Context: an optimization exercise on an open-source flow, tuned for small area, a short achievable clock period and few clock cycles per item. The choices shown serve that exercise and are no tape-out recipe.
Power figures rest on the tool's default switching activity, not on a simulated workload.

==> quartz <==
// ysyx_mulunit
module ysyx_mulunit (
    input          clk,
    input          rst_n,
    input          mul_valid,
    input  [63:0]  alu_src1,
    input  [63:0]  alu_src2,
    input  [3:0]   mul_expand_signed,
    output [129:0] mul_res,
    output         sh_fnsh_flag
);
Settings: LEC_CHECK=0, CAP_MARGIN=20, CORE_MARGIN=2, CORE_UTILIZATION=50, SETUP_SLACK_MARGIN=4.5, SLEW_MARGIN=20, SYNTH_HIERARCHICAL=1; clock period 8.0 ns.
standard.sh (not shown) runs the stock make flow with config.mk's settings and CLKGATE_MAP_FILE= SYNTH_SCRIPT=/design/flow/synth_recipe.tcl, a recipe that flattens the netlist after the stock synthesis.
==> flow/flow/run.sh <==
#!/bin/bash
# Layout flow: the standard layout (standard.sh, which also runs the
# standard synthesis) with these settings changed:
#  - the port buffers start as buf_2 instead of the buffer the resizer picks;
#  - sizing may swap a cell for one of another footprint;
#  - clock tree synthesis inserts no dummy loads.
# make's output goes to make.log; each step's tool output is in orfs/logs/.
set -euo pipefail
bash standard.sh MATCH_CELL_FOOTPRINT=0 \
    "BUFFER_PORTS_ARGS=-buffer_cell sky130_fd_sc_hd__buf_2" \
    "CTS_ARGS=-sink_clustering_enable -repair_clock_nets -dont_use_dummy_load" \
    finish > make.log 2>&1
==> inputs of zinc, as changes to quartz <==
--- a/flow/design.v
+++ b/flow/design.v
@@ -8,19 +8,22 @@
     output     [129:0] mul_res,
     output reg         sh_fnsh_flag
 );
 localparam K  = 8;
 localparam NC = 9;
 localparam W  = 76;
-localparam QW = 12;
+localparam QW = K + 1;
 wire [3:0] md = mul_expand_signed;
 wire e0  = (md == 4'd0);
 wire e1  = (md == 4'd1);
 wire e2  = (md == 4'd2);
 wire e3  = (md == 4'd3);
 wire e12 = e1 | e2;
+wire [63:0] mask = {{32{e0}}, {16{e0 | e12}}, {16{e0 | e12 | e3}}};
+wire [63:0] am = alu_src1 & mask;
+wire [63:0] bm = alu_src2 & mask;
 wire ca64_0 = alu_src1[0] | alu_src1[1] | alu_src1[2] | alu_src1[3] | alu_src1[4] | alu_src1[5] | alu_src1[6];
 wire ca64_1 = alu_src1[7] | alu_src1[8] | alu_src1[9] | alu_src1[10] | alu_src1[11] | alu_src1[12] | alu_src1[13] | alu_src1[14];
 wire ca64_2 = alu_src1[15] | alu_src1[16] | alu_src1[17] | alu_src1[18] | alu_src1[19] | alu_src1[20] | alu_src1[21] | alu_src1[22];
 wire ca64_3 = alu_src1[23] | alu_src1[24] | alu_src1[25] | alu_src1[26] | alu_src1[27] | alu_src1[28] | alu_src1[29] | alu_src1[30];
 wire ca64_4 = alu_src1[31] | alu_src1[32] | alu_src1[33] | alu_src1[34] | alu_src1[35] | alu_src1[36] | alu_src1[37] | alu_src1[38];
 wire ca64_5 = alu_src1[39] | alu_src1[40] | alu_src1[41] | alu_src1[42] | alu_src1[43] | alu_src1[44] | alu_src1[45] | alu_src1[46];
@@ -158,84 +161,80 @@
 wire [NC-1:0] tb16 = {cb16_8, sb16_1_1, sb16_2_2, sb16_2_3, sb16_3_4, sb16_3_5, sb16_3_6, sb16_3_7, sb16_4_8};
 wire sw64 = |(tb64 & ~ta64);
 wire sw32 = |(tb32 & ~ta32);
 wire sw16 = |(tb16 & ~ta16);
 wire swap = e0 ? sw64 : e12 ? sw32 : e3 & sw16;
 wire [NC-1:0] tn = e0 ? ta64 & tb64 : e12 ? ta32 & tb32 : e3 ? ta16 & tb16 : {NC{1'b0}};
-wire [NC-1:0] ha = e0 ? ta64 & ~(ta64 >> 1) : e12 ? ta32 & ~(ta32 >> 1) :
-                   e3 ? ta16 & ~(ta16 >> 1) : {NC{1'b0}};
-wire [NC-1:0] hb = e0 ? tb64 & ~(tb64 >> 1) : e12 ? tb32 & ~(tb32 >> 1) :
-                   e3 ? tb16 & ~(tb16 >> 1) : {NC{1'b0}};
 function [K:0] chunk;
     input [63:0] x;
     input integer g;
     integer j;
     begin
         for (j = 0; j <= K; j = j + 1)
             chunk[j] = (K*g - 1 + j >= 0 && K*g - 1 + j < 64) ? x[K*g - 1 + j] : 1'b0;
     end
 endfunction
-function [QW-1:0] booth;
-    input [K:0] c;
-    integer i;
-    begin
-        for (i = 0; i < K/2; i = i + 1) begin
-            booth[3*i]     = c[2*i+2] & ~(c[2*i+1] & c[2*i]);
-            booth[3*i + 1] = c[2*i+1] ^ c[2*i];
-            booth[3*i + 2] = c[2*i+2] ? ~c[2*i+1] & ~c[2*i] : c[2*i+1] & c[2*i];
-        end
-    end
-endfunction
-reg              prep;      
 reg              busy;      
 reg              res;       
 reg  [NC-1:0]    cnt;       
-reg  [NC-1:0]    hra, hrb;  
 reg              swp;
 reg  [127:0]     P;         
 reg  [W-1:0]     C;         
 reg              dlp, dlm;  
 reg  [63:0]      M;
-reg  [QW-1:0]    q;
-reg              f0, f1, f3, f12, fa;
-wire [63:0] mask = {{32{f0}}, {16{f12}}, {16{fa}}};
-wire [63:0] am = alu_src1 & mask;
-wire [63:0] bm = alu_src2 & mask;
-wire idle = ~prep & ~busy & ~res & ~sh_fnsh_flag;
+reg  [K:0]       qa, qb;    
+reg              f0, f1, f3;
+wire idle = ~busy & ~res & ~sh_fnsh_flag;
 wire last = ~cnt[1];
-wire [NC-1:0] nxt = prep ? (swp ? hra : hrb) : (cnt >> 1) & ~(cnt >> 2);
+function [K:0] topc;
+    input [63:0]    x;
+    input [NC-1:0]  h;
+    integer g;
+    begin
+        topc = {(K+1){1'b0}};
+        for (g = 0; g < NC; g = g + 1)
+            topc = topc | (chunk(x, g) & {(K+1){h[g]}});
+    end
+endfunction
+wire [63:0] a32 = {32'd0, alu_src1[31:0]}, b32 = {32'd0, alu_src2[31:0]};
+wire [63:0] a16 = {48'd0, alu_src1[15:0]}, b16 = {48'd0, alu_src2[15:0]};
+wire [K:0] qfa = e0 ? topc(alu_src1, ta64 & ~(ta64 >> 1)) :
+                 e12 ? topc(a32, ta32 & ~(ta32 >> 1)) : topc(a16, ta16 & ~(ta16 >> 1));
+wire [K:0] qfb = e0 ? topc(alu_src2, tb64 & ~(tb64 >> 1)) :
+                 e12 ? topc(b32, tb32 & ~(tb32 >> 1)) : topc(b16, tb16 & ~(tb16 >> 1));
+wire [NC-1:0] nxt = (cnt >> 1) & ~(cnt >> 2);
 reg  [K:0] qna, qnb;
 integer i;
 always @(*) begin
     qna = {(K+1){1'b0}};
     qnb = {(K+1){1'b0}};
     for (i = 0; i < NC; i = i + 1) begin
         qna = qna | (chunk(am, i) & {(K+1){nxt[i]}});
         qnb = qnb | (chunk(bm, i) & {(K+1){nxt[i]}});
     end
 end
-wire [QW-1:0] qn = booth(swp ? qna : qnb);
+wire [K:0] q = swp ? qa : qb;
 wire [W-K-1:0] A = P[W-K-1:0];
 wire [W-K-1:0] B = C[W-K-1:0];
 wire [64:0] M1 = {1'b0, M};
 wire [64:0] M2 = {M, 1'b0};
-wire neg0 = q[0];
-wire one0 = q[1];
-wire two0 = q[2];
+wire neg0 = q[2] & ~(q[1] & q[0]);
+wire one0 = q[1] ^ q[0];
+wire two0 = q[2] ? ~q[1] & ~q[0] : q[1] & q[0];
 wire [64:0] r0 = ((M1 & {65{one0}}) | (M2 & {65{two0}})) ^ {65{neg0}};
-wire neg1 = q[3];
-wire one1 = q[4];
-wire two1 = q[5];
+wire neg1 = q[4] & ~(q[3] & q[2]);
+wire one1 = q[3] ^ q[2];
+wire two1 = q[4] ? ~q[3] & ~q[2] : q[3] & q[2];
 wire [64:0] r1 = ((M1 & {65{one1}}) | (M2 & {65{two1}})) ^ {65{neg1}};
-wire neg2 = q[6];
-wire one2 = q[7];
-wire two2 = q[8];
+wire neg2 = q[6] & ~(q[5] & q[4]);
+wire one2 = q[5] ^ q[4];
+wire two2 = q[6] ? ~q[5] & ~q[4] : q[5] & q[4];
 wire [64:0] r2 = ((M1 & {65{one2}}) | (M2 & {65{two2}})) ^ {65{neg2}};
-wire neg3 = q[9];
-wire one3 = q[10];
-wire two3 = q[11];
+wire neg3 = q[8] & ~(q[7] & q[6]);
+wire one3 = q[7] ^ q[6];
+wire two3 = q[8] ? ~q[7] & ~q[6] : q[7] & q[6];
 wire [64:0] r3 = ((M1 & {65{one3}}) | (M2 & {65{two3}})) ^ {65{neg3}};
 wire t1, t2;
 csa_ha t1_i (.a(A[57]), .b(B[57]), .s(t1), .co(t2));
 wire t3, t4;
 csa_ha t3_i (.a(A[58]), .b(B[58]), .s(t3), .co(t4));
 wire t5, t6;
@@ -2388,34 +2387,29 @@
 wire [127:0] rres = {rsum[127:64],
                      f0 ? rsum[63:32] : {32{sx}},
                      f3 ? {16{rsum[15]}} : rsum[31:16],
                      rsum[15:0]};
 always @(posedge clk or negedge rst_n) begin
     if (!rst_n) begin
-        prep         <= 1'b0;
         busy         <= 1'b0;
         res          <= 1'b0;
         sh_fnsh_flag <= 1'b0;
     end else begin
-        prep         <= idle & mul_valid & tn[0];
-        busy         <= prep | (busy & ~last);
+        busy         <= busy ? ~last : (idle & mul_valid & tn[0]);
         res          <= busy & last;
         sh_fnsh_flag <= res | (idle & mul_valid & ~tn[0]);
     end
 end
 always @(posedge clk) begin
     swp <= swap;
-    hra <= ha;
-    hrb <= hb;
-    M   <= swp ? bm : am;
+    M   <= swap ? bm : am;
     f0  <= e0;
     f1  <= e1;
     f3  <= e3;
-    f12 <= e0 | e12;
-    fa  <= e0 | e12 | e3;
-    q   <= qn;
+    qa  <= busy ? qna : qfa;
+    qb  <= busy ? qnb : qfb;
     if (busy) begin
         cnt <= cnt >> 1;
         P   <= {ustep, ns};
         C   <= nc;
         dlp <= tdp;
         dlm <= tdm;
==> results.txt <==
metric	quartz	zinc
Result of the run	finished clean	finished clean
CP peak stage delay	330 ps	710 ps
Area share of and/or/nand/nor cells after synthesis	0.147	0.147
WHS	487 ps	494 ps
Clk tree area frac	0.0317	0.0244
Area share of the largest cell type after synthesis	0.220	0.205
Tapcells inserted	756	765
Worst R2R End	u_mul.P[117]	u_mul.P[22]
Req. time, crit path	8390 ps	8490 ps
Effective utilization at floorplan	0.506	0.506
FF-to-FF setup slack	4440 ps	3480 ps
Met3 GRT Util	0.0589	0.113
Sequential power share	0.246	0.188
Power density of the placed cells	298 nW/um^2	323 nW/um^2
No functional check of the RTL was part of any run of this note.

[what the ideal ports hide]
No port has a modelled driver above. Below, the same layouts with a new extraction and two added sets of constraints. Step 1, drivers: a clkbuf_16 drives clk and a buf_2 each remaining input, both assumed. Step 2 adds t to the input delays and takes it off the output delays; t is the mean of the earliest and latest rising clock arrival at the registers after step 1. Input paths then give back, and output paths get back, about the clock's delay inside the block. Three values: ideal ports, drivers, drivers and shift; two values: the first two.
run | t (ns) | setup slack, ns | cell pins on the clock port's net
quartz | 0.619 | 4.438 / 4.438 / 3.882 | 1
zinc | 0.633 | 3.480 / 3.480 / 3.480 | 1
After both steps every run listed still meets setup and hold. For quartz, which loses most, drivers alone change the setup slack by 0.000 ns; drivers and shift together by -0.556 ns.
